From an optimization exercise on the open Yosys and OpenROAD flow, aimed at small area; shortcuts taken in it are not production practice.
The RTL was checked by simulation tests, not by an equivalence proof against the original design.
Power is estimated from default activity; no workload was simulated.

`flow/config.mk`:
```
export PLATFORM = sky130hd
export DESIGN_NAME = router
export DESIGN_NICKNAME = router
export VERILOG_FILES = /design/flow/design.v
export SDC_FILE = /design/flow/constraint.sdc
export NUM_CORES = 4
export LEC_CHECK = 0
export CAP_MARGIN = 0
export CORE_MARGIN = 2
export CORE_UTILIZATION = 70
export SLEW_MARGIN = 0
```
`flow/constraint.sdc`:
```
create_clock -name core_clock -period 5.0 [get_ports {clk}]
set_input_delay 1.0000 -clock core_clock [delete_from_list [all_inputs] [get_ports {clk}]]
set_output_delay 1.0000 -clock core_clock [all_outputs]
set_load 0.01 [all_outputs]
```
`flow/design.v`:
```
module fifo1(input clk, rst, sft_rst, read_enb, write_enb, lfd_state,
             input [7:0] data_in,
             output reg [7:0] data_out,
             output empty, full);
reg [8:0] mem [0:15];
reg [4:0] w_ptr, r_ptr;
reg wrapped;
reg [5:0] temp;   
wire temp_zero = &temp;
wire rd = !empty && read_enb;
wire we = write_enb && !full;
reg [15:0] sel;
reg [8:0] rdata;
integer i;
always @(*) begin
        rdata = 9'b0;
        for (i = 0; i < 16; i = i + 1) begin
                sel[i] = (r_ptr[3:0] == i) && (wrapped || w_ptr[3:0] > i);
                rdata = rdata | ({9{sel[i]}} & mem[i]);
        end
end
always @(posedge clk)
        if (we)
                mem[w_ptr[3:0]] <= {lfd_state, data_in};
always @(posedge clk)
        if (!rst || sft_rst) begin
                w_ptr <= 5'b0;
                wrapped <= 1'b0;
        end else if (we) begin
                w_ptr <= w_ptr + 1'b1;
                if (w_ptr[3:0] == 4'hf)
                        wrapped <= 1'b1;
        end
always @(posedge clk)
        if (!rst)
                r_ptr <= 5'b0;
        else if (rd)
                r_ptr <= r_ptr + 1'b1;
always @(posedge clk)
        if (!rst)
                data_out <= 8'b0;
        else if (rd)
                data_out <= rdata[7:0];
        else if (sft_rst || temp_zero)
                data_out <= 8'b0;
always @(posedge clk)
        if (!rst || sft_rst)
                temp <= 6'h3f;
        else if (rd) begin
                if (rdata[8])
                        temp <= rdata[7:2];
                else if (!temp_zero)
                        temp <= temp - 1'b1;
        end
assign full = (w_ptr == 5'd16) && (r_ptr == 5'd0);
assign empty = (r_ptr == w_ptr);
endmodule
module Synchronizer(input rst, clk, detect_add,
                    read_enb_0, read_enb_1, read_enb_2,
                    full_0, full_1, full_2,
                    empty_0, empty_1, empty_2,
                    write_enb_reg,
                    input [1:0] data_in,
                    output vld_out_0, vld_out_1, vld_out_2,
                    output sft_rst_0, sft_rst_1, sft_rst_2,
                    output fifo_full,
                    output [2:0] write_enb);
reg [1:0] address;
always @(posedge clk)
        if (!rst)
                address <= 2'b00;
        else if (detect_add)
                address <= data_in;
assign write_enb = write_enb_reg ? {address == 2'd2, address == 2'd1, address == 2'd0} : 3'b000;
assign fifo_full = (address == 2'd0 && full_0) || (address == 2'd1 && full_1) || (address == 2'd2 && full_2);
assign vld_out_0 = ~empty_0;
assign vld_out_1 = ~empty_1;
assign vld_out_2 = ~empty_2;
timeout t0(.clk(clk), .rst(rst), .vld(vld_out_0), .read_enb(read_enb_0), .sft_rst(sft_rst_0));
timeout t1(.clk(clk), .rst(rst), .vld(vld_out_1), .read_enb(read_enb_1), .sft_rst(sft_rst_1));
timeout t2(.clk(clk), .rst(rst), .vld(vld_out_2), .read_enb(read_enb_2), .sft_rst(sft_rst_2));
endmodule
module timeout(input clk, rst, vld, read_enb, output reg sft_rst);
reg [4:0] count;
always @(posedge clk)
        if (!rst || !vld || read_enb) begin
                count <= 5'd0;
                sft_rst <= 1'b0;
        end else if (count == 5'b11000) begin
                count <= 5'd0;
                sft_rst <= 1'b1;
        end else
                count <= {count[3:0], ~(count[4] ^ count[2])};
endmodule
module fsm(input clk, rst, pkt_valid, parity_done,
           sft_rst_0, sft_rst_1, sft_rst_2,
           fifo_full,
           fifo_empty_0, fifo_empty_1, fifo_empty_2,
           input [1:0] data_in,
           output busy, detect_add, ld_state, laf_state, write_enb_reg, lfd_state);
localparam decoder_address    = 3'b000,
           load_data          = 3'b001,
           load_first_data    = 3'b010,
           load_parity        = 3'b011,
           wait_till_empty    = 3'b100,
           load_after_full    = 3'b101,
           check_parity_error = 3'b110,
           fifo_full_state    = 3'b111;
reg [2:0] state, next_state;
wire addr_ok = (data_in != 2'd3);
wire dest_empty = (data_in == 2'd0 && fifo_empty_0) ||
                  (data_in == 2'd1 && fifo_empty_1) ||
                  (data_in == 2'd2 && fifo_empty_2);
always @(posedge clk)
        if (!rst || sft_rst_0 || sft_rst_1 || sft_rst_2)
                state <= decoder_address;
        else
                state <= next_state;
always @(*) begin
        case (state)
        decoder_address:    next_state = (pkt_valid && addr_ok) ? (dest_empty ? load_first_data : wait_till_empty) : decoder_address;
        load_first_data:    next_state = load_data;
        wait_till_empty:    next_state = dest_empty ? load_first_data : wait_till_empty;
        load_data:          next_state = fifo_full ? fifo_full_state : (pkt_valid ? load_data : load_parity);
        load_parity:        next_state = check_parity_error;
        check_parity_error: next_state = fifo_full ? fifo_full_state : decoder_address;
        fifo_full_state:    next_state = fifo_full ? fifo_full_state : load_after_full;
        default:            next_state = parity_done ? decoder_address : load_data;  
        endcase
end
assign busy = state[2] | state[1];
assign detect_add = (state == decoder_address);
assign ld_state = (state == load_data);
assign laf_state = (state == load_after_full);
assign lfd_state = (state == load_first_data);
assign write_enb_reg = (state == load_data) || (state == load_parity) || (state == load_after_full);
endmodule
module register(input clk, rst, pkt_valid, fifo_full, detect_add, ld_state, laf_state,
                input [7:0] data_in,
                output reg parity_done, err,
                output reg [7:0] dout);
reg [7:0] full_state_byte;
reg [7:0] parity;
always @(posedge clk)
        if (!rst)
                dout <= 8'b0;
        else if (detect_add || (ld_state && !fifo_full))
                dout <= data_in;
        else if (laf_state)
                dout <= full_state_byte;
always @(posedge clk)
        if (!rst)
                full_state_byte <= 8'b0;
        else if (ld_state)
                full_state_byte <= data_in;
always @(posedge clk)
        if (detect_add)
                parity <= data_in;
        else if (ld_state && (pkt_valid || !fifo_full))
                parity <= parity ^ data_in;
always @(posedge clk)
        if (!rst)
                parity_done <= 1'b0;
        else if (ld_state && !fifo_full && !pkt_valid)
                parity_done <= 1'b1;
        else if (detect_add)
                parity_done <= 1'b0;
always @(posedge clk)
        if (!rst)
                err <= 1'b0;
        else if (parity_done)
                err <= (parity != 8'b0);
endmodule
module router(input clk, rst,
              read_enb_0, read_enb_1, read_enb_2, pkt_valid,
              input [7:0] data_in,
              output vld_out_0, vld_out_1, vld_out_2, err, busy,
              output [7:0] data_out_0, data_out_1, data_out_2);
wire [2:0] write_enb;
wire [7:0] dout;
wire sft_rst_0, sft_rst_1, sft_rst_2;
wire fifo_empty_0, fifo_empty_1, fifo_empty_2;
wire full_0, full_1, full_2, fifo_full;
wire detect_add, ld_state, laf_state, write_enb_reg, lfd_state, parity_done;
reg lfd_t;
always @(posedge clk)
        lfd_t <= lfd_state;
fifo1 F0(.clk(clk), .rst(rst), .write_enb(write_enb[0]), .sft_rst(sft_rst_0), .read_enb(read_enb_0),
         .data_in(dout), .lfd_state(lfd_t), .empty(fifo_empty_0), .data_out(data_out_0), .full(full_0));
fifo1 F1(.clk(clk), .rst(rst), .write_enb(write_enb[1]), .sft_rst(sft_rst_1), .read_enb(read_enb_1),
         .data_in(dout), .lfd_state(lfd_t), .empty(fifo_empty_1), .data_out(data_out_1), .full(full_1));
fifo1 F2(.clk(clk), .rst(rst), .write_enb(write_enb[2]), .sft_rst(sft_rst_2), .read_enb(read_enb_2),
         .data_in(dout), .lfd_state(lfd_t), .empty(fifo_empty_2), .data_out(data_out_2), .full(full_2));
Synchronizer synch1(.detect_add(detect_add), .data_in(data_in[1:0]), .clk(clk), .rst(rst),
                    .write_enb_reg(write_enb_reg),
                    .read_enb_0(read_enb_0), .read_enb_1(read_enb_1), .read_enb_2(read_enb_2),
                    .empty_0(fifo_empty_0), .empty_1(fifo_empty_1), .empty_2(fifo_empty_2),
                    .full_0(full_0), .full_1(full_1), .full_2(full_2),
                    .vld_out_0(vld_out_0), .vld_out_1(vld_out_1), .vld_out_2(vld_out_2),
                    .sft_rst_0(sft_rst_0), .sft_rst_1(sft_rst_1), .sft_rst_2(sft_rst_2),
                    .fifo_full(fifo_full), .write_enb(write_enb));
fsm fsm1(.clk(clk), .rst(rst), .pkt_valid(pkt_valid), .parity_done(parity_done),
         .sft_rst_0(sft_rst_0), .sft_rst_1(sft_rst_1), .sft_rst_2(sft_rst_2),
         .fifo_full(fifo_full),
         .fifo_empty_0(fifo_empty_0), .fifo_empty_1(fifo_empty_1), .fifo_empty_2(fifo_empty_2),
         .data_in(data_in[1:0]),
         .busy(busy), .detect_add(detect_add), .ld_state(ld_state), .laf_state(laf_state),
         .write_enb_reg(write_enb_reg), .lfd_state(lfd_state));
register r1(.clk(clk), .rst(rst), .pkt_valid(pkt_valid), .fifo_full(fifo_full),
            .detect_add(detect_add), .ld_state(ld_state), .laf_state(laf_state),
            .data_in(data_in), .parity_done(parity_done), .err(err), .dout(dout));
endmodule
```
`flow/flow/run.sh`:
```
#!/bin/bash
# Layout flow: the standard synthesis, its combinational logic re-mapped for
# area, then the standard layout steps with a leaner clock tree (clkbuf_8
# only, no dummy loads) and buf_1 cells as the port buffers.
set -euo pipefail
here=$(pwd)
flowdir=$here/flow
res=$here/orfs/results/$FLOW_PLATFORM/router/base
lib=$FLOW_HOME/platforms/$FLOW_PLATFORM/lib/sky130_fd_sc_hd__tt_025C_1v80.lib
YOSYS=$(command -v yosys || echo /OpenROAD-flow-scripts/tools/install/yosys/bin/yosys)

export CTS_ARGS="-sink_clustering_enable -repair_clock_nets -dont_use_dummy_load -buf_list sky130_fd_sc_hd__clkbuf_8 -sink_clustering_size 20 -sink_clustering_max_diameter 50"
export BUFFER_PORTS_ARGS="-buffer_cell sky130_fd_sc_hd__buf_1"

# 1. standard synthesis
bash standard.sh synth > synth_standard.log 2>&1

# 2. re-map the combinational logic
dont_use=""
for c in $(cat "$flowdir/dont_use.txt"); do dont_use="$dont_use -dont_use $c"; done
python3 "$flowdir/genmodels.py" "$lib" "$here/comb_models.v" > genmodels.log 2>&1
cp "$res/1_2_yosys.v" "$here/1_2_yosys.standard.v"
sed -e "s#@LIB@#$lib#g" -e "s#@MODELS@#$here/comb_models.v#" \
    -e "s#@NETLIST_IN@#$here/1_2_yosys.standard.v#" -e "s#@NETLIST_OUT@#$here/1_2_yosys.resynth.v#" \
    -e "s#@TOP@#$FLOW_TOP#" -e "s#@ABC_SCRIPT@#$flowdir/area.abc#" -e "s#@DONT_USE@#$dont_use#" \
    "$flowdir/resynth.ys.in" > resynth.ys
"$YOSYS" -s resynth.ys > resynth.log 2>&1
cp "$here/1_2_yosys.resynth.v" "$res/1_2_yosys.v"
rm -f "$res/1_synth.odb" "$res/1_synth.sdc"

# 3. the rest of the standard layout
bash standard.sh > layout_standard.log 2>&1
```
`flow/flow/area.abc`:
```
&get -n
&st
&deepsyn -T 60
&dch -f
&nf -R 1000 -p
&put
```
`flow/flow/dont_use.txt`:
```
sky130_fd_sc_hd__probe_p_8
sky130_fd_sc_hd__probec_p_8
sky130_fd_sc_hd__lpflow_bleeder_1
sky130_fd_sc_hd__lpflow_clkbufkapwr_1
sky130_fd_sc_hd__lpflow_clkbufkapwr_16
sky130_fd_sc_hd__lpflow_clkbufkapwr_2
sky130_fd_sc_hd__lpflow_clkbufkapwr_4
sky130_fd_sc_hd__lpflow_clkbufkapwr_8
sky130_fd_sc_hd__lpflow_clkinvkapwr_1
sky130_fd_sc_hd__lpflow_clkinvkapwr_16
sky130_fd_sc_hd__lpflow_clkinvkapwr_2
sky130_fd_sc_hd__lpflow_clkinvkapwr_4
sky130_fd_sc_hd__lpflow_clkinvkapwr_8
sky130_fd_sc_hd__lpflow_decapkapwr_12
sky130_fd_sc_hd__lpflow_decapkapwr_3
sky130_fd_sc_hd__lpflow_decapkapwr_4
sky130_fd_sc_hd__lpflow_decapkapwr_6
sky130_fd_sc_hd__lpflow_decapkapwr_8
sky130_fd_sc_hd__lpflow_inputiso0n_1
sky130_fd_sc_hd__lpflow_inputiso0p_1
sky130_fd_sc_hd__lpflow_inputiso1n_1
sky130_fd_sc_hd__lpflow_inputiso1p_1
sky130_fd_sc_hd__lpflow_inputisolatch_1
sky130_fd_sc_hd__lpflow_isobufsrc_1
sky130_fd_sc_hd__lpflow_isobufsrc_16
sky130_fd_sc_hd__lpflow_isobufsrc_2
sky130_fd_sc_hd__lpflow_isobufsrc_4
sky130_fd_sc_hd__lpflow_isobufsrc_8
sky130_fd_sc_hd__lpflow_isobufsrckapwr_16
sky130_fd_sc_hd__lpflow_lsbuf_lh_hl_isowell_tap_1
sky130_fd_sc_hd__lpflow_lsbuf_lh_hl_isowell_tap_2
sky130_fd_sc_hd__lpflow_lsbuf_lh_hl_isowell_tap_4
sky130_fd_sc_hd__lpflow_lsbuf_lh_isowell_4
sky130_fd_sc_hd__lpflow_lsbuf_lh_isowell_tap_1
sky130_fd_sc_hd__lpflow_lsbuf_lh_isowell_tap_2
sky130_fd_sc_hd__lpflow_lsbuf_lh_isowell_tap_4
sky130_fd_sc_hd__nor3_1
sky130_fd_sc_hd__nor4_1
sky130_fd_sc_hd__nor3b_1
sky130_fd_sc_hd__nor4b_1
sky130_fd_sc_hd__nor4bb_1
sky130_fd_sc_hd__a2111oi_0
sky130_fd_sc_hd__nor3_2
sky130_fd_sc_hd__nor4_2
```
`flow/flow/genmodels.py`:
```
# Write Verilog models of the liberty's combinational cells (from their
# function attributes) so Yosys can re-optimise an already mapped netlist.
import re, sys
lib = open(sys.argv[1]).read()
out = []
cells = re.split(r'\n\s*cell\s*\(', lib)[1:]
for c in cells:
    name = re.match(r'\s*"?(\w+)"?', c).group(1)
    if re.search(r'\b(ff|latch|statetable)\s*\(', c):
        continue
    pins = []
    for m in re.finditer(r'\n\s*pin\s*\(\s*"?(\w+)"?\s*\)\s*\{(.*?)\n\s*\}', c, re.S):
        pn, body = m.group(1), m.group(2)
        d = re.search(r'direction\s*:\s*"?(\w+)"?', body)
        f = re.search(r'function\s*:\s*"([^"]*)"', body)
        pins.append((pn, d.group(1) if d else None, f.group(1) if f else None))
    outs = [p for p in pins if p[1] == 'output']
    ins = [p for p in pins if p[1] == 'input']
    if not outs or any(p[2] is None for p in outs) or not ins:
        continue
    if any(p[1] not in ('input', 'output') for p in pins):
        continue
    def conv(f):
        f = f.replace("'", "")  # not used in sky130
        f = re.sub(r'\s*\+\s*', ' | ', f)
        f = re.sub(r'\s*\*\s*', ' & ', f)
        f = f.replace('!', '~')
        return f
    ports = ', '.join([p[0] for p in ins] + [p[0] for p in outs])
    s = 'module %s(%s);\n' % (name, ports)
    for p in ins: s += '  input %s;\n' % p[0]
    for p in outs: s += '  output %s;\n  assign %s = %s;\n' % (p[0], p[0], conv(p[2]))
    s += 'endmodule\n'
    out.append(s)
open(sys.argv[2], 'w').write('\n'.join(out))
print(len(out), 'cells')
```
`flow/flow/resynth.ys.in`:
```
# Re-map the combinational logic of the standard synthesis's netlist.
# The flip-flops stay as they are (same instances, names and cell types);
# every combinational cell is replaced by its liberty function and the
# logic mapped again by ABC with an area-oriented script.
read_liberty -lib @LIB@
read_verilog @NETLIST_IN@
hierarchy -top @TOP@
techmap -map @MODELS@
opt -purge
techmap
opt -fast
abc -script @ABC_SCRIPT@ -liberty @LIB@ @DONT_USE@
setundef -zero
splitnets
opt_clean -purge
hilomap -singleton -hicell sky130_fd_sc_hd__conb_1 HI -locell sky130_fd_sc_hd__conb_1 LO
insbuf -buf sky130_fd_sc_hd__buf_4 A X
opt_clean -purge
rename -enumerate -pattern rs_%_ w:$* c:$*
stat -liberty @LIB@
write_verilog -noattr -nohex -nodec @NETLIST_OUT@
```
`flow/standard.sh`:
```
#!/bin/bash
# synth_recipe.tcl (not shown) runs the flow's synth.tcl, then flattens the netlist and writes it again
# the make line also repeats each setting of config.mk as NAME=value (left out here)
make -C /OpenROAD-flow-scripts/flow DESIGN_CONFIG=/design/flow/config.mk WORK_HOME=/design/flow/orfs CLKGATE_MAP_FILE= SYNTH_SCRIPT=/design/flow/synth_recipe.tcl "${@:-finish}"
```
==> results of run 1 <==
sequential cells by signal (all words and copies together) (netlist names), 6 cells and up:
signal	flops
r1.parity	8
F2.data_out	8
F0.temp	6
r1.dout	8
F1.mem	144
F2.temp	6
r1.full_state_byte	8
F0.mem	144
F0.data_out	8
F1.data_out	8
F1.temp	6
F2.mem	144
per-layer routing:
layer / vias up / part of all wire, %
met5: - / 0
met4: 0 / 2.7
met3: 94 / 11
met2: 816 / 48
met1: 6553 / 39
li1: 5792 / -
layout by cell type, fill, tap and decap left out, drive strengths merged, types with 4 or more instances in the layout:
| master | instances |
|---|---|
| clkinv | 11 |
| o31ai | 8 |
| nand3 | 36 |
| a21oi | 42 |
| a221oi | 11 |
| nand2b | 20 |
| a32oi | 9 |
| nand4 | 15 |
| a41oi | 4 |
| xnor2 | 20 |
| a22oi | 38 |
| a21o | 4 |
| xor2 | 10 |
| o22ai | 6 |
| nand2 | 138 |
| a21boi | 8 |
| a222oi | 96 |
| and3 | 24 |
| or3 | 11 |
| or2 | 10 |
| o311a | 4 |
| nor2 | 146 |
| dfxtp | 117 |
| edfxtp | 440 |
| a211oi | 6 |
| buf | 53 |
| o21ai | 69 |
| and4 | 6 |
| clkbuf | 42 |
| a22o | 17 |
| nor2b | 24 |
| and2 | 18 |
| nand3b | 4 |
per-stage QoR:
| step | std cells | total power, mW | area (um2) | hold slack [ns] |
|---|---|---|---|---|
| global placement | 1840 | 6.69 | 21400 | 0.429 |
| floorplan | 1402 | 6.27 | 20700 | 0.426 |
| finish | 1881 | 8.67 | 22000 | 0.451 |
| CTS | 1881 | 8.67 | 22000 | 0.453 |
| detailed placement | 1840 | 6.74 | 21400 | 0.441 |
| global route | 1881 | 8.94 | 22000 | 0.466 |
power groups by stage:
| stage | logic (mW) | registers (mW) | clock network (mW) |
|---|---|---|---|
| floorplan | 0.432 | 5.84 | 0 |
| global route | 0.700 | 6.05 | 2.19 |
| finish | 0.648 | 6.00 | 2.02 |
| global placement | 0.620 | 6.07 | 0 |
| detailed placement | 0.633 | 6.11 | 0 |
| CTS | 0.637 | 6.00 | 2.04 |
worst min-delay path, stage by stage (launching register included):
cell and delay [ns]:
sky130_fd_sc_hd__dfxtp_1 0.32, sky130_fd_sc_hd__nand2_1 0.04, sky130_fd_sc_hd__o21ai_0 0.05
cell type report:
cell class,count,share of cell area [%]
Clock buffer,41,2.57
Inverter,11,0.188
Timing Repair Buffer,54,1.13
Tap cell,384,2.19
Sequential cell,557,70.9
Multi-Input combinational cell,834,23.0
path summary, 6_finish.rpt:
check                                       to  cells after the start
worst max-delay path                F2.temp[5]                     10
worst min-delay path            F0.data_out[2]                      2
worst max register to register      F2.temp[5]                     10
worst min register to register  F0.data_out[2]                      2
==> results.txt, run 1 <==
- 43 I/O pins were placed.
- The final weighted congestion in routability-driven placement is 0.934.
- The analysis attributes to net switching a power of 2.20 mW.
- The total clock buffers created by CTS is 41.
- The count of vias placed by the detailed router is 13255.
- The combinational fraction of design power is 7.5%.
- The number of global-route vias before repair was 12484.
- Once routing completed, OpenROAD measured the worst setup slack at 1.60 ns.
- The met3 global-route usage is 4.72%.
- The maximum count of clock buffers along a single path is 3.
- Dividing the detail-routed wire length by the instance count gives 25.9 um.
- The post-synthesis instance area is 20700 um2.
- The final critical path takes up 68.0% of the cycle.
- The flow ran to the end and the layout has no timing, DRC or antenna violations.
- Cells fill 76.1% of the core in the end.
- The final layout contains 1513 nets.
- Port buffering added 42 buffers.
- The total wirelength of the detailed-routed design is 48700 um.
- Summed over all layers, the global routing overflow is 0.
- The layer with the highest usage after global routing is met2.
- TritonCTS built the clock tree.
- The remaining antenna violation count after routing is 0.
- The share of total power in the clock network is 23.4%.
- Compared with the post-synthesis result, the final layout area differs by 6.32%.
- The transition at the pin with the smallest max-transition slack is 1.13 ns.
- The share of post-route cells with drive strength above 1 is 4.21%.
- The largest fanout of any net on the critical path is 10.
- The first global-routing pass estimated 73400 um of wire.
- The headroom to the max-slew limit is 24.2%.
- From bottom edge to top edge, the die measures 176 um.
- Net switching is 25.4% of the power.
- The worst setup path is of the reg -> reg kind.
- Adding up every negative setup slack in the final design gives 0 ns.
- The number of fill cells in the layout is 1770.
- The most frequent cell on the critical path is sky130_fd_sc_hd__a21oi_1.
- For this design, the CTS-stage hold fixing added 0 buffers.
- The pin count of the biggest net entering global routing is 50.
- The DRC violations left is 0.
- The synthesized net count is 1416.
- The number of clock sinks is 557.
- The gate count after technology mapping is 1402.
- Registers take 15600 um2.
- The synthesis warning total is 6.
- After clock tree synthesis, the clock-pin slew on the worst setup and hold paths is 0.11 ns.
- The critical path goes through or3_1 > o211a_1 > a222oi_1 > nand4_1 > nor2_1 > nand2_1 > a21boi_0 > o21ai_0 > a21oi_1 > a21oi_1.
- The slowest stage of the critical path is the sky130_fd_sc_hd__a21boi_0 cell.
- The violation count after the first detailed-route iteration is 2362.
- The global-route total usage across every layer is 31.7%.
- Setup repair after global routing left no endpoint under its margin.
- After floorplanning, the core was divided into 62 placement rows.
- The largest single stage delay on the critical path is 0.63 ns.
- The clock latency of the later-clocked register in the worst-skew pair is 0.60 ns.
- The number of detailed-route iterations in the first pass is 7.
- The initial antenna violation count is 0.
- Dividing the detail-routed via count by the number of cells gives 7.05.
- The number of buffers and inverters on the critical path is 0.
- The post-synthesis average cell area is 14.7 um2.
- The die outline area is 30900 um2.
- The startpoint of the worst register-to-register path is F2.w_ptr[1].
- The HPWL after detailed placement is 31500 um.
- The kind of start point of the critical path is a flop.
- The post-CTS setup buffer count is 0.
- The first element of the critical path is F2.w_ptr[1].
- Data arrives at the worst endpoint at 3.83 ns.
- Prior to clock tree synthesis, the placed netlist has a worst setup slack of 1.63 ns.
- The final-report max-slew violation count is 0.
- In the global route stage, met2 resource usage came out at 50.8%.
- For this design the static power due to leakage is 7.25 nW.
- The post-cts gate resize count is 0.
- The initial utilization of the core area, before any placement, comes to 71.6%.
- The post-route minimum period is 3.40 ns.
- The final worst clock skew is 0.0713 ns.
- The total power density per cell area is 395 nW/um2.
- The tool flagged a number of max-cap violations equal to 0.
- The diode insertion count for antenna repair is 0.
- The internal power consumption is 6.47 mW.
- The power share of the sequential group is 69.2%.
- The path type of the worst min-delay path is reg -> reg.
- Among cell families on the critical path, the largest total delay comes from compound AO/OA/AOI/OAI gates.
- From left edge to right edge, the die measures 176 um.
- The maximum operating frequency is 0.294 GHz.
- Data on the critical path is required at its endpoint by 5.43 ns.
- The startpoint identified for the worst hold timing path is F0.data_out[2].
- The kind of end point of the critical path is a flop.
- The largest vdd supply drop is 640 uV.
- CTS placed an instance of sky130_fd_sc_hd__clkbuf_8 at the clock tree root.
- The met1 layer usage reported by global route is 46.2%.
- In the final layout, the multi-input gates occupy 5060 um2.
- The H-tree was split into 2 levels.
- Setup violations remaining at the end of the flow were counted as 0.
- The number of hold-slack violations in the final timing report is 0.
- The core box area is 28900 um2.
- The worst setup slack for register-to-register paths is 1.60 ns.
==> inputs of run 2 (changes only) <==
--- a/flow/flow/dont_use.txt
+++ b/flow/flow/dont_use.txt
@@ -42,3 +42,12 @@
 sky130_fd_sc_hd__a2111oi_0
 sky130_fd_sc_hd__nor3_2
 sky130_fd_sc_hd__nor4_2
+sky130_fd_sc_hd__a21boi_0
+sky130_fd_sc_hd__o21ai_0
+sky130_fd_sc_hd__o311ai_0
+sky130_fd_sc_hd__and2_0
+sky130_fd_sc_hd__or2_0
+sky130_fd_sc_hd__a21oi_1
+sky130_fd_sc_hd__nor2_1
+sky130_fd_sc_hd__nor2b_1
+sky130_fd_sc_hd__o21ai_1
==> results.txt, run 2 <==
- The DRC violations left is 0.
- Setup violations remaining at the end of the flow were counted as 0.
- For the final database, setup skew stands at 0.0494 ns.
- The number of antenna diodes in the final layout is 0.
- Once placement finished, the instance area stood at 21800 um2.
- The post-route worst hold slack is 0.407 ns.
- Summed over all cells, the static leakage comes to 7.68 nW.
- The average instance in the mapped netlist occupies 15.8 um2.
- Data on the critical path is required at its endpoint by 5.22 ns.
- The finished cells cover 22400 um2.
- The synthesis warning total is 6.
- The final-report max-slew violation count is 0.
- After layout, the worst setup slack is 1.59 ns.
- The combined flip-flop and latch cell area is 15600 um2.
- Setup repair after global routing left no endpoint under its margin.
- The worst path needs 3.41 ns of the cycle, external delays included.
- STA classifies the critical path startpoint as a flop.
- At the worst endpoint, the arrival time is 3.63 ns.
- In this design, the stage delay of the slowest critical-path cell is 0.62 ns.
- The die is 178 um tall.
- TritonCTS created 41 clock buffers.
- The total wirelength of the detailed-routed design is 47600 um.
- The clock input transition at the sequential cells of the worst setup and hold paths is 0.11 ns.
- The tightest min-delay check is of the reg -> reg type.
- The most frequent standard cell in the layout excluding fill and tap cells is sky130_fd_sc_hd__edfxtp_1.
- For the pin with the worst max-slew slack, the measured transition is 1.11 ns.
- The headroom to the max-slew limit is 26.1%.
- The final route contains 12777 vias.
- The synthesized net count is 1352.
- The first global-routing pass estimated 71900 um of wire.
- The detailed router finished its first iteration with 1923 violations.
- The number of fill cells in the layout is 1817.
- On the critical path the largest part of the delay comes from compound AO/OA/AOI/OAI gates.
- The H-tree was split into 2 levels.
- The largest vdd supply drop is 260 uV.
- Detailed placement finished with a half-perimeter wire length of 30600 um.
- The total power density per cell area is 355 nW/um2.
- The combined area of the multi-input logic cells is 5500 um2.
- The synthesized netlist occupies a cell area of 21100 um2.
- The library cell contributing the largest single delay on the critical path is sky130_fd_sc_hd__o21bai_1.
- The number of global-route vias before repair was 12067.
- The count of placed standard cells in the final layout, fillers left out is 1815.
- The clock tree from TritonCTS is yes.
- The initial antenna violation count was 2.
- Using the TritonRoute via totals, the vias-per-cell ratio works out to 7.04.
- In this run, post-CTS hold repair placed 0 buffers.
- The final routed wire length divided by cell count is 26.2 um.
- The region available for standard cell placement spans 29600 um2.
- The tool flagged a number of max-cap violations equal to 0.
- CTS placed an instance of sky130_fd_sc_hd__clkbuf_8 at the clock tree root.
- The number of clock sinks is 557.
- The kind of end point of the critical path is a flop.
- The total number of nets in the final design is 1441.
- In this run, post-CTS repair resized a total of 0 instances.
- Global routing used 30.8% of the available tracks across all layers.
- Cells fill 75.4% of the core in the end.
- The post-CTS setup buffer count is 0.
- Synthesis handed over a netlist of 1338 instances.
- Walking the worst path, the cells encountered are xnor2_1 > nand3_1 > a211oi_1 > a41oi_1 > or3_1 > o31a_1 > o21bai_1 > nand2_1.
- The share of post-route cells with drive strength above 1 is 8.35%.
- The number of buffers and inverters on the critical path is 0.
- The area growth from synthesis to layout is 5.93%.
- Timing would allow up to 0.294 GHz.
- The initial utilization of the core area, before any placement, comes to 71.2%.
- The completed layout was analyzed and its total power is 7.94 mW.
- The floorplan row count is 63.
- The worst setup path is of the reg -> reg kind.
- The run finished with no timing, DRC or antenna violations.
- At the later pin of the worst-skew pair, clock insertion delay measures 0.59 ns.
- Once placement completed, the tool counted placed cells totaling 1774.
- The final critical path takes up 68.1% of the cycle.
- The first TritonRoute pass finished after 7 iterations.
- Setup total negative slack on the finished layout was measured at 0 ns.
- Entering global routing, the biggest net connects 50 pins.
- The number of port buffers is 42.
- At the placement stage, the worst setup path has a slack of 1.69 ns.
- The global-route congestion overflow total is 0.
- Leaving out fill and tap cells, the most frequent cells in the layout are sky130_fd_sc_hd__edfxtp_1, sky130_fd_sc_hd__dfxtp_1, sky130_fd_sc_hd__nand2_1, sky130_fd_sc_hd__a222oi_1, sky130_fd_sc_hd__nor2_2.
- From left edge to right edge, the die measures 178 um.
- The die outline area is 31600 um2.
- In this run the remaining antenna-violating nets after routing total 0.
- The congestion estimate from routability-driven global placement came to 0.862.
- In this run the count of I/O pins placed on the die edge is 43.
- The number of hold-slack violations in the final timing report came to 0.
- The largest fanout of any net on the critical path is 11.
- The maximum count of clock buffers along a single path is 3.
==> run 2: cell types whose count changed in the layout (fill, tap and decap cells not counted), sizes merged, moves of 12 or more <==
cell,delta
a21oi,-41
a22o,+14
and2b,+15
and3,+29
nand2,-38
nand2b,+30
nor2,-84
nor2b,-24
o211a,+12
o21ai,-67
o2bb2ai,+18
==> run 2: cell type report <==
class / instances / area share, %
Timing Repair Buffer: 46 / 0.845
Sequential cell: 557 / 69.6
Multi-Input combinational cell: 767 / 24.6
Clock buffer: 41 / 2.52
Tap cell: 390 / 2.18
Inverter: 14 / 0.235
==> run 2: path summary, 6_finish.rpt <==
check | from | to | slack (ns) | cells after the start
setup reg to reg | F0.r_ptr[2] | r1.parity[5] | 1.59 | 8
hold reg to reg | synch1.t0.count[1] | synch1.t0.count[2] | 0.41 | 1
setup / recovery | F0.r_ptr[2] | r1.parity[5] | 1.59 | 8
hold / removal | synch1.t0.count[1] | synch1.t0.count[2] | 0.41 | 1
==> run 2: metal layers <==
layer | global-route usage, % | part of all wire [%] | up-vias
li1 | - | - | 5652
met1 | 45.1 | 40 | 6319
met3 | 4.80 | 9.9 | 93
met2 | 48.7 | 48 | 711
met5 | 1.12 | 0.11 | -
met4 | 9.08 | 2.7 | 2
==> run 2: worst reg2reg max path: cells and delay by family, from the launching register on <==
family,cells,cell delay [ns]
xor gates and xnor gates,1,0.19
DFF,1,0.53
and+or+nand+nor,3,0.95
AOI/OAI and AO/OA,4,1.38
==> run 2: power breakdown <==
group	switching [mW]	leakage, nW	internal [mW]
Combinational	0.232	2.41	0.130
Clock	1.28	0.295	0.738
Sequential	0.272	4.97	5.29
Total	1.78	7.68	6.15
==> inputs of run 3 (changes only) <==
--- a/flow/flow/dont_use.txt
+++ b/flow/flow/dont_use.txt
@@ -47,7 +47,3 @@
 sky130_fd_sc_hd__o311ai_0
 sky130_fd_sc_hd__and2_0
 sky130_fd_sc_hd__or2_0
-sky130_fd_sc_hd__a21oi_1
-sky130_fd_sc_hd__nor2_1
-sky130_fd_sc_hd__nor2b_1
-sky130_fd_sc_hd__o21ai_1
--- a/flow/config.mk
+++ b/flow/config.mk
@@ -7,5 +7,5 @@
 export LEC_CHECK = 0
 export CAP_MARGIN = 0
 export CORE_MARGIN = 2
-export CORE_UTILIZATION = 70
+export CORE_UTILIZATION = 80
 export SLEW_MARGIN = 0
==> results.txt, run 3 <==
- The run finished with no timing, DRC or antenna violations.
- The cell that appears most often on the critical path is sky130_fd_sc_hd__a21oi_1.
- The tree built by TritonCTS fans out to 557 sinks.
- The library cells used most frequently in the layout, excluding fill and tap cells, are sky130_fd_sc_hd__edfxtp_1, sky130_fd_sc_hd__nor2_1, sky130_fd_sc_hd__nand2_1, sky130_fd_sc_hd__dfxtp_1, sky130_fd_sc_hd__a222oi_1.
- In this run the post-CTS setup repair buffer count came out at 0.
- The H-tree generated during clock tree synthesis spans 2 levels.
- The effective utilization at floorplan is 81.8%.
- In the final design database the tool counted 1499 nets.
- STA puts the critical path data arrival time at 3.75 ns.
- The total wirelength of the detailed-routed design is 52300 um.
- Using the TritonRoute via totals, the vias-per-cell ratio works out to 7.65.
- Headroom to the max-slew limit came out at 13.3%.
- The cell count after synthesis came out at 1402.
- The routed layout has 13867 vias.
- Cells with a size suffix above 1 make up 3.30% of the layout.
- The area growth from synthesis to layout is 5.36%.
- VDD sags by at most 823 uV.
- Based on the critical path, the design can be clocked at up to 0.301 GHz.
- Summed over all cells, the static leakage comes to 7.18 nW.
- For the worst-skew pair, the clock arrives at the later sink with an insertion delay of 0.57 ns.
- The share of the cycle needed by the critical path after routing is 66.4%.
- The first detailed-routing pass took 8 iterations.
- The final worst clock skew is 0.0382 ns.
- The worst hold endpoint is synch1.t1.count[4].
- The number of max-capacitance violations reported is 0.
- The number of global-route vias before repair is 13079.
- The critical path goes through or3_1 > o211a_1 > a222oi_1 > nand4_1 > nor2_1 > nand2_1 > a21boi_1 > o21ai_1 > a21oi_1 > a21oi_1.
- The die is 165 um wide.
- The accumulated negative setup slack is 0 ns.
- The global-route congestion overflow total is 0.
- The most frequent standard cell in the layout excluding fill and tap cells is sky130_fd_sc_hd__edfxtp_1.
- Subtracting the final worst setup slack from the clock period gives 3.32 ns.
- For this run, design rule violations remaining after detail routing come to 0.
- The design draws 8.65 mW.
- The kind of critical path is reg -> reg.
- The mapped netlist covers 20700 um2.
- The post-synthesis average cell area is 14.7 um2.
- After floorplanning, the core was sized to cover 25300 um2.
- The hold buffer count at CTS is 0.
- At the end of routability-driven placement, the weighted congestion stood at 1.01.
- The final count of negative-setup-slack endpoints is 0.
- For this design the top-level I/O count stands at 43.
- The most critical setup path has its startpoint at F2.w_ptr[1].
- The post-placement cell area is 21300 um2.
- The post-cts gate resize count is 0.
- In this run the worst hold path is classified as reg -> reg.
- The number of hold-slack violations in the final timing report is 0.
- The worst hold path begins at synch1.t1.count[3].
- For this run, the total global-route usage over all layers was measured as 39.7%.
- The worst register-to-register path ends at F2.temp[5].
- The detailed router finished its first iteration with 3159 violations.
- For the worst setup path, the data required time is 5.43 ns.
- The detail route stage leaves a number of antenna-violating nets equal to 0.
- The tightest hold path in the finished design has a slack of 0.460 ns.
- The kind of start point of the critical path is a flop.
- The kind of end point of the critical path is a flop.
- From bottom edge to top edge, the die measures 165 um.
- The maximum count of clock buffers along a single path is 3.
- The initial antenna violation count came to 0.
- The startpoint of the worst register-to-register path is F2.w_ptr[1].
- TritonCTS built the clock tree.
- In this run the tool buffered the top-level ports with 42 buffer cells.
- Entering global routing, the biggest net connects 50 pins.
- After clock tree synthesis, the clock-pin slew on the worst setup and hold paths is 0.10 ns.
- The final-report max-slew violation count was 0.
- The post-layout instance area is 21800 um2.
- The depth of the most critical reg-to-reg path is 10.
- The total clock buffers created by CTS is 37.
- The largest stage delay on the critical path is 0.50 ns.
- The die outline area is 27100 um2.
- The largest fanout of any net on the critical path is 10.
- For the pin with the worst max-slew slack, the measured transition is 1.30 ns.
- Once detailed placement completed, the half-perimeter wirelength came to 33000 um.
- The library cell contributing the largest single delay on the critical path is sky130_fd_sc_hd__a21boi_1.
- The synthesized net count is 1416.
- The worst hold path was traced through 2 stages.
- The floorplan row count is 58.
- The master cell of the clock root buffer is sky130_fd_sc_hd__clkbuf_8.
- After filler insertion, the fill cell instance count of the layout stands at 1124.
- Power spread over the standard cell area amounts to 397 nW/um2.
- The worst setup slack for register-to-register paths is 1.68 ns.
- The Yosys step of the flow raised 6 warnings.
- The first global-routing pass estimated 78100 um of wire.
- The final routed wire length divided by cell count is 28.9 um.
- The diode insertion count for antenna repair is 0.
- Setup repair after global routing left no endpoint under its margin.
run 3: report_power, final:
| group | leakage [nW] | internal [mW] | switching [mW] |
|---|---|---|---|
| sequential | 4.98 | 5.51 | 0.503 |
| combinational | 1.94 | 0.218 | 0.454 |
| clock | 0.266 | 0.671 | 1.29 |
run 3: final cells by class:
| type | instances | area, um2 | area share, % |
|---|---|---|---|
| multi-input cells | 834 | 5060 | 23.2 |
| repair buffers | 44 | 174 | 0.799 |
| well taps | 330 | 413 | 1.90 |
| inverters | 11 | 41.3 | 0.190 |
| clock buffers | 37 | 509 | 2.34 |
| flip-flops and latches | 557 | 15600 | 71.5 |
run 3: per-layer routing:
metal  global-route usage [%]  vias up  wire length, um
li1                         -     5761                -
met1                     54.5     6598            17700
met2                     63.0     1281            24800
met3                     9.07      227             7230
met4                     16.3        0             2590
met5                        0        -                0
run 3: per-stage QoR:
step	util, %	cells	setup WS, ns
CTS	86.2	1813	1.81
global route	86.2	1813	1.56
floorplan	-	1402	2.42
detailed placement	84.2	1776	1.80
global placement	84.2	1776	1.91
finish	86.2	1813	1.68
run 3: worst max-delay path, delay by kind of cell (launching register included):
| kind | cells | cell delay (ns) |
|---|---|---|
| compound gates | 6 | 1.83 |
| flops | 1 | 0.43 |
| simple gates | 4 | 0.91 |
run 3: worst max path at each step:
stage	cells after the start	endpoint	slack (ns)
CTS	10	F0.temp[5]	1.81
detailed placement	8	F1.temp[2]	1.80
global route	10	F0.temp[5]	1.56
finish	10	F2.temp[5]	1.68
floorplan	10	F0.temp[5]	2.42
global placement	10	F0.temp[5]	1.91
==> inputs of run 4 (changes only) <==
--- a/flow/config.mk
+++ b/flow/config.mk
@@ -7,5 +7,5 @@
 export LEC_CHECK = 0
 export CAP_MARGIN = 0
 export CORE_MARGIN = 2
-export CORE_UTILIZATION = 80
+export CORE_UTILIZATION = 60
 export SLEW_MARGIN = 0
==> results.txt, run 4 <==
- The run finished with no timing, DRC or antenna violations.
- CTS saw 557 sinks.
- At the end of the flow, the number of nets in the layout was 1508.
- The maximum count of clock buffers along a single path is 3.
- The analysis attributes to cell leakage a power of 7.24 nW.
- The kind of critical path is reg -> reg.
- The remaining antenna violation count after routing is 0.
- OpenSTA, run right after detailed placement, puts the worst setup slack at 1.75 ns.
- The die outline area is 35900 um2.
- STA classifies the critical path endpoint as a flop.
- In the layout the commonest cells are sky130_fd_sc_hd__edfxtp_1, sky130_fd_sc_hd__nor2_1, sky130_fd_sc_hd__nand2_1, sky130_fd_sc_hd__dfxtp_1, sky130_fd_sc_hd__a222oi_1.
- The clock period could shrink to 3.23 ns.
- The diode insertion count for antenna repair is 0.
- The post-synthesis average cell area is 14.7 um2.
- The library cell used most frequently in the layout, excluding fill and tap cells, is sky130_fd_sc_hd__edfxtp_1.
- The detailed router used layers up to and including met4.
- For this design the total switching power over the nets is 2.25 mW.
- In this run the worst hold path is classified as reg -> reg.
- The final-report max-slew violation count is 0.
- The violation count after the first detailed-route iteration is 1693.
- The global-route total usage across every layer is 27.7%.
- Dividing the detail-routed wire length by the instance count gives 25.5 um.
- The critical register-to-register path endpoint is F0.mem[13][8].
- STA puts the critical path data arrival time at 3.41 ns.
- The first global-routing pass estimated 74000 um of wire.
- The clock input transition at the sequential cells of the worst setup and hold paths is 0.11 ns.
- The depth of the most critical reg-to-reg path is 7.
- The synthesized netlist occupies a cell area of 20700 um2.
- The final count of negative-setup-slack endpoints is 0.
- Once the clock tree was built, the setup fixing pass inserted 0 buffers.
- Pin placement for this block handled 43 I/O pins.
- The number of nets in the synthesized netlist is 1416.
- The clock tree from TritonCTS is yes.
- The worst register-to-register path begins at F0.w_ptr[1].
- The initialized floorplan defines 67 standard-cell rows.
- At the pin with the least slew margin, the transition time is 1.17 ns.
- The number of max-capacitance violations reported is 0.
- STA puts the critical path data required time at 5.18 ns.
- After clock tree synthesis, the flow added hold-fix buffers numbering 0.
- The wire length on met1 is 20800 um.
- The total power density per cell area is 399 nW/um2.
- The vertical die dimension is 190 um.
- The headroom to the max-slew limit is 21.9%.
- The number of port buffers is 42.
- The worst setup path is launched from a flop.
- The detail-routed via count per cell is 6.62.
- In this run the number of H-tree levels came out at 2.
- Of the total power, combinational logic draws 7.6%.
- The number of detailed-route iterations in the first pass is 7.
- Once detailed placement completed, the half-perimeter wirelength came to 31500 um.
- The share of the cycle needed by the critical path after routing is 64.5%.
- The worst hold endpoint is synch1.t2.count[1].
- From synthesis to final layout, the design area changed by 6.61%.
- Fill cells in the final layout number 2478.
- Entering global routing, the biggest net connects 50 pins.
- Post-CTS repair changed the size of 0 cells.
- The initial antenna violation count is 0.
- The final worst-path setup slack is 1.77 ns.
- The post-layout instance area is 22000 um2.
- The die is 190 um wide.
- The DRC violations left is 0.
- The congestion estimate from routability-driven global placement came to 0.882.
- Of the total power, the clock network draws 24.0%.
- Based on the critical path, the design can be clocked at up to 0.310 GHz.
- After detailed routing, the total wire length is 49400 um.
- The number of hold-slack violations in the final timing report is 0.
- The post-placement cell area is 21400 um2.
- The post-route worst hold slack is 0.429 ns.
- The count of vias placed by the detailed router is 12840.
- The proportion of total power due to net switching is 25.6%.
- The number of global-route vias before repair is 12079.
- The tree is rooted in a sky130_fd_sc_hd__clkbuf_8.
- The Yosys step of the flow raised 6 warnings.
- The total area inside the core boundary comes to 33700 um2.
- The met3 wirelength from detailed routing is 4780 um.
- IR analysis of the VDD net gives a maximum drop of 375 uV.
- The final worst clock skew is 0.0520 ns.
- The power share of the sequential group is 68.4%.
- The met2 wirelength from detailed routing is 22700 um.
- The worst setup slack for register-to-register paths is 1.77 ns.
- In the final timing run, aggregate negative setup slack is 0 ns.
- The total clock buffers created by CTS is 44.
- The clock latency of the later-clocked register in the worst-skew pair is 0.60 ns.
- The effective utilization at floorplan is 61.3%.
- Counting instances, the worst hold path has a depth of 1.
- In the synthesized netlist, the number of instances is 1402.
- The share of post-route cells with drive strength above 1 is 3.89%.
- Along the worst path, the maximum fanout reaches 13.
- Setup repair after global routing left no endpoint under its margin.
- The startpoint identified for the worst hold timing path is synch1.t2.count[0].
- Cell internal power was estimated by the tool at 6.53 mW.
- The global-route congestion overflow total is 0.
## run 4: worst max-delay path by stage
stage,start,endpoint,slack (ns)
finish,F0.w_ptr[1],F0.mem[13][8],1.77
floorplan,F0.w_ptr[2],F0.temp[5],2.42
detailed placement,rst,F1.temp[2],1.75
CTS,F0.w_ptr[2],vld_out_0,1.82
global placement,rst,F0.data_out[1],1.86
global route,F0.w_ptr[2],r1.dout[3],1.55
## run 4: cell type report
cell class	count	area, um2	area share, %
timing repair buffer	46	189	0.858
tap	448	561	2.55
inverter	11	41.3	0.188
clock buffer	44	606	2.75
sequential	557	15600	70.7
multi-input combinational	834	5060	23.0
## run 4: layer usage
layer | up-vias | GRT usage (%)
met4 | 0 | 7.13
met5 | - | 0
met2 | 624 | 42.7
li1 | 5792 | -
met3 | 78 | 5.33
met1 | 6346 | 41.2
## run 4: power groups by stage
stage	registers, mW	logic, mW	clock network (mW)
floorplan	5.84	0.442	0
global placement	6.10	0.654	0
detailed placement	6.13	0.663	0
finish	6.00	0.670	2.10
global route	6.07	0.737	2.31
CTS	6.02	0.666	2.14
## run 4: worst max-delay path, cell delays in order (launching register included)
cell and delay, ns:
sky130_fd_sc_hd__dfxtp_1 0.56, sky130_fd_sc_hd__xor2_1 0.19, sky130_fd_sc_hd__a211oi_1 0.08, sky130_fd_sc_hd__a41oi_1 0.42
sky130_fd_sc_hd__and2_1 0.37, sky130_fd_sc_hd__nand2_1 0.10, sky130_fd_sc_hd__or2_1 0.30, sky130_fd_sc_hd__nor2_1 0.83
## run 4: metrics by stage
stage          power, mW  util (%)  cells
2_1_floorplan       6.28         -   1402
3_3_place_gp        6.75      63.5   1896
3_5_place_dp        6.79      63.5   1896
4_1_cts             8.83      65.3   1940
5_1_grt             9.11      65.3   1940
6_report            8.78      65.3   1940
==> inputs of run 5 (changes only) <==
--- a/flow/config.mk
+++ b/flow/config.mk
@@ -7,5 +7,5 @@
 export LEC_CHECK = 0
 export CAP_MARGIN = 0
 export CORE_MARGIN = 2
-export CORE_UTILIZATION = 60
+export CORE_UTILIZATION = 70
 export SLEW_MARGIN = 0
==> results.txt, run 5 <==
- The run finished with no timing, DRC or antenna violations.
- The depth of the most critical reg-to-reg path is 9.
- At the pin with the least slew margin, the transition time is 1.18 ns.
- The largest vdd supply drop is 501 uV.
- For this run, design rule violations remaining after detail routing come to 0.
- The critical path ends at r1.dout[4].
- The number of clock sinks is 557.
- The master cell of the clock root buffer is sky130_fd_sc_hd__clkbuf_8.
- The area growth from synthesis to layout is 5.93%.
- The initial antenna violation count is 0.
- The first element of the critical path is F0.w_ptr[2].
- The post-synthesis instance area is 20700 um2.
- Of all nets on the critical path, the largest fanout is 11.
- The number of nets in the synthesized netlist is 1416.
- The violation count after the first detailed-route iteration is 2258.
- The die covers 30900 um2.
- By instance count, the cell type seen most on the critical path is sky130_fd_sc_hd__nand2_1.
- The core box area is 28900 um2.
- The final worst clock skew is 0.0661 ns.
- Setup repair after global routing left no endpoint under its margin.
- The top-level I/O count is 43.
- The initial utilization of the core area, before any placement, comes to 71.6%.
- At the worst endpoint, the arrival time is 3.66 ns.
- The floorplan step set the die width to 176 um.
- The floorplan row count is 62.
- The number of cells on the worst hold path is 2.
- The share of the cycle needed by the critical path after routing is 64.4%.
- The longest clock path from root to sink contains 3 buffers.
- The total power density per cell area is 395 nW/um2.
- The routed layout has 13116 vias.
- The total clock buffers created by CTS is 39.
- The path class of the tightest hold or removal check is reg -> reg.
- The analysis attributes to cell leakage a power of 7.21 nW.
- STA puts the critical path data required time at 5.44 ns.
- After detailed routing, the average wire length per cell comes to 25.6 um.
- The vertical die dimension is 176 um.
- The congestion estimate from routability-driven global placement came to 0.917.
- The tool flagged a number of max-cap violations equal to 0.
- In the global route stage, overall resource usage came out at 31.4%.
- Once routing completed, OpenROAD measured the worst setup slack at 1.78 ns.
- After clock tree synthesis, the repair step resized 0 gates.
- In the final layout, the share of cells above drive strength 1 is 3.63%.
- The first-pass GRT wire length is 73000 um.
- The number of hold-slack violations in the final timing report is 0.
- The post-route minimum period is 3.22 ns.
- The final-report max-slew violation count is 0.
- The number of global-route vias before repair came to 12446.
- The H-tree generated during clock tree synthesis spans 2 levels.
- After the last flow step, the layout net total stands at 1504.
- The worst setup path is of the reg -> reg kind.
- The clock latency of the later-clocked register in the worst-skew pair is 0.60 ns.
- The largest stage delay on the critical path is 0.90 ns.
- The worst setup slack for register-to-register paths is 1.78 ns.
- During synthesis, Yosys emitted a total of 6 warnings.
- Entering global routing, the biggest net connects 50 pins.
- The accumulated negative setup slack is 0 ns.
- The headroom to the max-slew limit is 21.1%.
- The clock tree from TritonCTS is yes.
- Once detailed placement completed, the half-perimeter wirelength came to 30800 um.
- The kind of end point of the critical path is a flop.
- Based on the critical path, the design can be clocked at up to 0.310 GHz.
- The share of the core filled with cells in the final layout is 75.8%.
- Leaving out fill and tap cells, the most frequent cell in the layout is sky130_fd_sc_hd__edfxtp_1.
- After clock tree synthesis, the clock-pin slew on the worst setup and hold paths is 0.10 ns.
- After detailed routing, the number of vias per cell comes to 7.01.
- The hold buffer count at CTS is 0.
- The critical register-to-register path endpoint is r1.dout[4].
- The library cell contributing the largest single delay on the critical path is sky130_fd_sc_hd__o32ai_1.
- During placement, the flow inserted port buffers numbering 42.
- The diode insertion count for antenna repair is 0.
- For this run, the detailed router's first-pass iteration total came to 9.
- The final count of negative-setup-slack endpoints is 0.
- The remaining antenna violation count after routing is 0.
- Summed over all layers, the global routing overflow is 0.
- The critical path goes through xnor2_1 > nand3_1 > a211oi_1 > a41oi_1 > o32ai_1 > nand2_1 > nand2_1 > nand2_1 > o221a_1.
- The startpoint identified for the worst register-to-register timing path is F0.w_ptr[2].
- The kind of start point of the critical path is a flop.
- The total wirelength of the detailed-routed design is 47900 um.
- The gate count after technology mapping is 1402.
- The top cell types in the final layout, fill and taps aside, are sky130_fd_sc_hd__edfxtp_1, sky130_fd_sc_hd__nor2_1, sky130_fd_sc_hd__nand2_1, sky130_fd_sc_hd__dfxtp_1, sky130_fd_sc_hd__a222oi_1.
- A synthesized cell averages 14.7 um2.
- The pre-CTS setup slack is 1.88 ns.
- The number of setup buffers added after CTS is 0.
- The total power of the final layout is 8.65 mW.
-- run 5: changes by cell type in the layout (fill, tap and decap cells not counted) --
cell	delta
sky130_fd_sc_hd__clkbuf_8	-5
sky130_fd_sc_hd__buf_4	+1
-- run 5: cell type report --
type,instances,area [um2]
tap,384,480
sequential,557,15600
inverter,11,41.3
clock buffer,39,537
fill,1777,6980
multi-input combinational,834,5060
timing repair buffer,47,196
-- run 5: through the flow --
| step | instances | area [um2] | hold slack (ns) |
|---|---|---|---|
| after floorplan | 1402 | 20700 | 0.426 |
| after global placement | 1833 | 21300 | 0.432 |
| after detailed placement | 1833 | 21300 | 0.441 |
| after CTS | 1872 | 21900 | 0.449 |
| after global routing | 1872 | 21900 | 0.461 |
| final | 1872 | 21900 | 0.446 |
-- run 5: worst min-delay path by stage --
stage	end	slack, ns	start
after CTS	synch1.t1.count[4]	0.45	synch1.t1.count[3]
final	synch1.t1.count[4]	0.45	synch1.t1.count[3]
after floorplan	synch1.t0.count[4]	0.43	synch1.t0.count[3]
after global routing	synch1.t1.count[4]	0.46	synch1.t1.count[3]
after global placement	synch1.t2.count[4]	0.43	synch1.t2.count[3]
after detailed placement	F1.data_out[0]	0.44	F1.data_out[0]
-- run 5: layer usage --
metal / vias up / wire length (um) / GRT usage [%]
li1: 5793 / - / -
met1: 6421 / 18900 / 46.6
met2: 814 / 22700 / 49.4
met3: 88 / 5080 / 4.94
met4: 0 / 1160 / 8.99
met5: - / 0 / 0
-- run 5: critical path: cells and delay by family (launching register included) --
family	cells	cell delay [ns]
AOI/OAI and AO/OA	4	1.64
and+or+nand+nor	4	0.77
DFF	1	0.54
xor gates and xnor gates	1	0.16
-- run 5: power by group --
group	leakage, nW	total, mW	internal [mW]	switching, mW
clock	0.280	1.99	0.704	1.29
sequential	4.98	6.00	5.51	0.486
combinational	1.96	0.659	0.228	0.431
total	7.21	8.65	6.44	2.20
==> inputs of run 6 (changes only) <==
--- a/flow/flow/run.sh
+++ b/flow/flow/run.sh
@@ -2,6 +2,9 @@
 # Layout flow: the standard synthesis, its combinational logic re-mapped for
 # area, then the standard layout steps with a leaner clock tree (clkbuf_8
 # only, no dummy loads) and buf_1 cells as the port buffers.
+# The re-mapping avoids the cells in dont_use.txt: the platform's don't-use
+# cells and weak NOR-type and _0 cells, which placement would otherwise
+# buffer to meet slew limits.
 set -euo pipefail
 here=$(pwd)
 flowdir=$here/flow
==> flow/flow/area.abc (replaced) <==
&get -n
&st
&deepsyn -T 60
&dch -f
&nf -R 1000 -p -F 8 -A 4 -C 32
&put
--- a/flow/config.mk
+++ b/flow/config.mk
@@ -7,5 +7,5 @@
 export LEC_CHECK = 0
 export CAP_MARGIN = 0
 export CORE_MARGIN = 2
-export CORE_UTILIZATION = 70
+export CORE_UTILIZATION = 80
 export SLEW_MARGIN = 0
==> results.txt, run 6 <==
- The detailed router finished its first iteration with 3131 violations.
- The post-cts gate resize count is 0.
- TritonCTS built the clock tree.
- The DRC violations left is 0.
- The arrival time of the worst setup path is 4.08 ns.
- The first global-routing pass estimated 82700 um of wire.
- The detailed placement HPWL is 34400 um.
- The kind of end point of the critical path is a flop.
- The library cell contributing the largest single delay on the critical path is sky130_fd_sc_hd__a21oi_1.
- In this run the horizontal extent of the chip is 165 um.
- The share of the core filled with cells in the final layout is 86.4%.
- The pre-CTS setup slack is 1.72 ns.
- Power spread over the standard cell area amounts to 394 nW/um2.
- After technology mapping, the gate count stands at 1394.
- The core box area is 25300 um2.
- The largest stage delay on the critical path is 0.67 ns.
- After clock tree synthesis, the clock-pin slew on the worst setup and hold paths is 0.11 ns.
- Before antenna repair, the detailed router went through 12 iterations.
- The final weighted congestion in routability-driven placement is 0.926.
- The diode insertion count for antenna repair is 0.
- The remaining antenna violation count after routing is 0.
- The final worst clock skew is 0.0833 ns.
- The depth of the most critical reg-to-reg path is 10.
- The global-route congestion overflow total is 0.
- The static leakage is 7.16 nW.
- The total clock buffers created by CTS is 39.
- IR analysis of the VDD net gives a maximum drop of 474 uV.
- The hold buffer count at CTS is 0.
- The floorplan row count is 58.
- The largest fanout of any net on the critical path is 9.
- Subtracting the final worst setup slack from the clock period gives 3.63 ns.
- The final worst-path setup slack is 1.37 ns.
- The flow ran to the end and the layout has no timing, DRC or antenna violations.
- For this design the top-level I/O count stands at 43.
- In this run the number of H-tree levels came out at 2.
- For the final routed database, the setup TNS stands at 0 ns.
- The transition at the pin with the smallest max-transition slack is 1.27 ns.
- Leaving out fill and tap cells, the most frequent cells in the layout are sky130_fd_sc_hd__edfxtp_1, sky130_fd_sc_hd__nor2_1, sky130_fd_sc_hd__nand2_1, sky130_fd_sc_hd__dfxtp_1, sky130_fd_sc_hd__a222oi_1.
- Counting instances, the worst hold path has a depth of 2.
- The clock latency of the later-clocked register in the worst-skew pair is 0.61 ns.
- The pin count of the biggest net entering global routing is 50.
- The most frequent standard cell in the layout excluding fill and tap cells is sky130_fd_sc_hd__edfxtp_1.
- Measured against its own limit, the worst slew margin works out to 15.3%.
- The worst setup path is launched from a flop.
- Wires add up to 55300 um.
- Dividing the detail-routed wire length by the instance count gives 30.5 um.
- Setup repair after global routing left no endpoint under its margin.
- From synthesis to final layout, the design area changed by 5.75%.
- The initial antenna violation count was 3.
- The post-synthesis instance area is 20600 um2.
- The count of vias placed by the detailed router is 14234.
- The global-route total usage across every layer is 42.0%.
- The floorplan step defined a die boundary enclosing 27100 um2.
- The number of global-route vias before repair was 13679.
- The final critical path takes up 72.5% of the cycle.
- The critical path goes through or3_1 > o311a_1 > a222oi_1 > nand4_1 > nor2_1 > nand2_1 > a21oi_1 > o21ai_1 > a21oi_1 > a21oi_1.
- The kind of critical path is reg -> reg.
- During synthesis, Yosys emitted a total of 6 warnings.
- The most frequent cell on the critical path is sky130_fd_sc_hd__a21oi_1.
- The finished cells cover 21800 um2.
- The required time of the critical path is 5.45 ns.
- The post-route netlist has 3.84% of its cells at a drive strength greater than 1.
- The post-CTS setup buffer count is 0.
- During placement, the flow inserted port buffers numbering 42.
- The total number of nets in the final design is 1500.
- The detail-routed via count per cell is 7.85.
- The final-report max-slew violation count is 0.
- The number of clock sinks is 557.
- In this run the number of cells on the critical path is 10.
- The number of hold-slack violations in the final timing report is 0.
- The effective utilization at floorplan is 81.7%.
- The floorplan step set the die height to 165 um.
- The number of buffers and inverters on the critical path is 0.
- The post-synthesis average cell area is 14.8 um2.
- The final count of negative-setup-slack endpoints is 0.
- The master cell of the clock root buffer is sky130_fd_sc_hd__clkbuf_8.
- The maximum operating frequency is 0.276 GHz.
- No sink is reached through more buffers than the 3 on the longest clock path.
- The path class of the tightest hold or removal check is reg -> reg.
- In this run the cell area measured after placement is 21300 um2.
- When the netlist entered floorplanning its net count stood at 1408.
- The kind of cell with the highest combined delay along the critical path is compound AO/OA/AOI/OAI gates.
- The number of max-capacitance violations reported is 0.
## run 6: stage by stage
step | power (mW) | cells | hold WS, ns
4_1_cts | 8.54 | 1814 | 0.394
6_report | 8.60 | 1814 | 0.398
2_1_floorplan | 6.19 | 1394 | 0.403
3_5_place_dp | 6.64 | 1775 | 0.417
3_3_place_gp | 6.56 | 1775 | 0.405
5_1_grt | 8.81 | 1814 | 0.407
## run 6: power breakdown
part	internal (mW)	total (mW)	switching [mW]	leakage, nW
registers	5.45	5.86	0.408	4.98
logic	0.211	0.727	0.517	1.90
clock network	0.706	2.02	1.31	0.280
## run 6: per-layer routing
layer  GRT usage (%)  up-vias  part of all wire [%]
met5           0.189        -                 0.067
met4            18.9        6                   5.4
met3            11.5      293                    15
met2            67.2     1462                    48
met1            54.9     6693                    32
li1                -     5780                     -
## run 6: final timing paths
path                                          from            endpoint  slack (ns)
worst max register to register         F2.w_ptr[1]          F2.temp[5]        1.37
worst min register to register  synch1.t2.count[3]  synch1.t2.count[4]        0.40
worst min-delay path            synch1.t2.count[3]  synch1.t2.count[4]        0.40
worst max-delay path                   F2.w_ptr[1]          F2.temp[5]        1.37
## run 6: layout make-up
class | instances | area [um2]
inverters | 17 | 63.8
clock buffers | 39 | 537
flip-flops and latches | 557 | 15600
fillers | 1135 | 3440
repair buffers | 51 | 226
multi-input cells | 820 | 5010
well taps | 330 | 413
## run 6: worst reg2reg max path, delay by kind of cell, from the launching register on
family	cells	cell delay (ns)
compound gates	6	2.09
simple gates	4	0.98
flops	1	0.42
==> inputs of run 7 (changes only) <==
==> flow/flow/area.abc (replaced) <==
&get -n
&st
&deepsyn -T 60
&dch -f
&nf -R 1000 -p
&put
==> results.txt, run 7 <==
- The critical register-to-register path endpoint is F2.temp[5].
- The remaining antenna violation count after routing is 0.
- The first element of the critical path is F2.w_ptr[1].
- The longest clock path from root to sink contains 3 buffers.
- Data arrives at the worst endpoint at 3.75 ns.
- The violation count after the first detailed-route iteration is 3159.
- The core box area is 25300 um2.
- The post-cts gate resize count is 0.
- The die outline area is 27100 um2.
- The worst setup path is of the reg -> reg kind.
- The headroom to the max-slew limit is 13.3%.
- The post-synthesis instance area is 20700 um2.
- The final route contains 13867 vias.
- The post-CTS setup buffer count is 0.
- The repair_antennas step left the layout with diodes totalling 0.
- The maximum operating frequency is 0.301 GHz.
- Timing analysis after detailed placement gives a worst setup slack of 1.80 ns.
- At the worst endpoint, the required time is 5.43 ns.
- The final routed wire length divided by cell count is 28.9 um.
- After clock tree synthesis, the flow added hold-fix buffers numbering 0.
- The worst setup slack for register-to-register paths is 1.68 ns.
- The floorplan row count is 58.
- The most frequent standard cell in the layout excluding fill and tap cells is sky130_fd_sc_hd__edfxtp_1.
- The congestion estimate from routability-driven global placement came to 1.01.
- The average instance in the mapped netlist occupies 14.7 um2.
- The kind of end point of the critical path is a flop.
- For this run, the number of Yosys warnings is 6.
- After technology mapping, the gate count stands at 1402.
- The clock input transition at the sequential cells of the worst setup and hold paths is 0.10 ns.
- The floorplan step set the die height to 165 um.
- After detailed placement, the total cell area comes to 21300 um2.
- STA classifies the critical path startpoint as a flop.
- The post-route minimum period is 3.32 ns.
- The min-delay analysis places its worst path in the category reg -> reg.
- The global-route total usage across every layer is 39.7%.
- The worst register-to-register path has a depth of 10.
- For this run, design rule violations remaining after detail routing come to 0.
- The detail-routed via count per cell is 7.65.
- The clock tree from TritonCTS is yes.
- Across the routed clock network, the largest skew measured is 0.0382 ns.
- The total overflow left after global routing is 0.
- The total wirelength of the detailed-routed design is 52300 um.
- The share of the cycle needed by the critical path after routing is 66.4%.
- The library cells used most frequently in the layout, excluding fill and tap cells, are sky130_fd_sc_hd__edfxtp_1, sky130_fd_sc_hd__nor2_1, sky130_fd_sc_hd__nand2_1, sky130_fd_sc_hd__dfxtp_1, sky130_fd_sc_hd__a222oi_1.
- The initial utilization of the core area, before any placement, comes to 81.8%.
- The master cell of the clock root buffer is sky130_fd_sc_hd__clkbuf_8.
- Of all nets on the critical path, the largest fanout is 10.
- The detailed placement HPWL is 33000 um.
- The critical path capture point is F2.temp[5].
- The number of hold-slack violations in the final timing report was 0.
- After the last flow step, the layout net total stands at 1499.
- The number of max-capacitance violations reported is 0.
- After layout, the worst setup slack is 1.68 ns.
- Summed over all failing endpoints, the final setup total negative slack is 0 ns.
- For this design, the sink count on the clock tree is 557.
- The number of port buffers is 42.
- The area growth from synthesis to layout is 5.36%.
- The H-tree was split into 2 levels.
- VDD sags by at most 823 uV.
- The number of global-route vias before repair is 13079.
- During I/O placement, the number of pins put on the boundary was 43.
- The startpoint of the worst register-to-register path is F2.w_ptr[1].
- Clock latency on the worst-skew pair, taken at its later pin, is 0.57 ns.
- The initial antenna violation count is 0.
- In this run the power density over the cells is 397 nW/um2.
- The overall die width is 165 um.
- Entering global routing, the biggest net connects 50 pins.
- The run finished with no timing, DRC or antenna violations.
- Counting every net in the synthesized netlist gives 1416.
- Summed over all cells, the static leakage comes to 7.18 nW.
- Setup repair after global routing left no endpoint under its margin.
- Setup violations remaining at the end of the flow were counted as 0.
- Of the cells placed in the final design, the portion with a size suffix greater than 1 is 3.30%.
- For the pin with the worst max-slew slack, the measured transition is 1.30 ns.
- The number of detailed-route iterations in the first pass is 8.
- The first-pass GRT wire length is 78100 um.
- The final-report max-slew violation count came to 0.
- The total clock buffers created by CTS is 37.
- The finished cells cover 21800 um2.
run 7: layer usage:
layer | vias up | wire [um] | track usage (%)
li1 | 5761 | - | -
met4 | 0 | 2590 | 16.3
met1 | 6598 | 17700 | 54.5
met2 | 1281 | 24800 | 63.0
met5 | - | 0 | 0
met3 | 227 | 7230 | 9.07
run 7: critical path: stages (launching register included):
cell,delay [ns]
sky130_fd_sc_hd__dfxtp_1,0.43
sky130_fd_sc_hd__or3_1,0.47
sky130_fd_sc_hd__o211a_1,0.43
sky130_fd_sc_hd__a222oi_1,0.48
sky130_fd_sc_hd__nand4_1,0.24
sky130_fd_sc_hd__nor2_1,0.13
sky130_fd_sc_hd__nand2_1,0.07
sky130_fd_sc_hd__a21boi_1,0.50
sky130_fd_sc_hd__o21ai_1,0.20
sky130_fd_sc_hd__a21oi_1,0.16
sky130_fd_sc_hd__a21oi_1,0.06
run 7: through the flow:
stage | utilization [%] | cells | power, mW | hold slack [ns]
after global routing | 86.2 | 1813 | 8.85 | 0.481
after floorplan | - | 1402 | 6.28 | 0.426
after global placement | 84.2 | 1776 | 6.68 | 0.433
after CTS | 86.2 | 1813 | 8.59 | 0.461
final | 86.2 | 1813 | 8.65 | 0.460
after detailed placement | 84.2 | 1776 | 6.75 | 0.446
run 7: worst min path at each step:
stage | startpoint | end | slack [ns] | depth (start not counted)
2_1_floorplan | synch1.t0.count[3] | synch1.t0.count[4] | 0.43 | 2
3_3_place_gp | synch1.t2.count[3] | synch1.t2.count[4] | 0.43 | 2
3_5_place_dp | F2.data_out[4] | F2.data_out[4] | 0.45 | 2
4_1_cts | F2.data_out[4] | F2.data_out[4] | 0.46 | 2
5_1_grt | F0.data_out[7] | F0.data_out[7] | 0.48 | 2
6_report | synch1.t1.count[3] | synch1.t1.count[4] | 0.46 | 2
run 7: cell type report:
cell class | instances | area, um2
Multi-Input combinational cell | 834 | 5060
Clock buffer | 37 | 509
Inverter | 11 | 41.3
Fill cell | 1124 | 3490
Sequential cell | 557 | 15600
Timing Repair Buffer | 44 | 174
Tap cell | 330 | 413
run 7: power by group:
group          switching [mW]  total, mW  internal [mW]
Clock                    1.29       1.96          0.671
Sequential              0.503       6.01           5.51
Combinational           0.454      0.672          0.218

[static timing again, ports no longer ideal]
The flow's constraints put no driver on any port. The routed layouts listed below were extracted and timed again, unchanged, in two steps. Step 1, drivers: a clkbuf_16 drives clk and a buf_2 each remaining input, both assumed. Step 2, shift: input delay + t, output delay - t, t = (earliest + latest rising clock arrival at the registers) / 2. This alone moves slack from input paths to output paths. Slacks: ideal / step 1 / step 2; pairs: ideal / step 1.
run	shift t [ns]	setup WS [ns]	clock arrival spread, ns	cell pins on the clock port's net
run 1	0.611	1.600 / 1.600 / 1.526	0.073 / 0.073	1
run 2	0.613	1.593 / 1.593 / 1.593	0.049 / 0.049	1
run 3	0.609	1.680 / 1.680 / 1.652	0.053 / 0.054	1
run 4	0.619	1.773 / 1.773 / 1.759	0.062 / 0.061	1
run 5	0.609	1.778 / 1.778 / 1.778	0.067 / 0.067	1
run 6	0.610	1.375 / 1.375 / 1.375	0.083 / 0.084	1
run 7	0.609	1.680 / 1.680 / 1.652	0.053 / 0.054	1
After both steps every run listed still meets setup and hold. The setup slack of run 1, which loses most, moves by 0.000 ns with the drivers and by -0.074 ns with both steps.
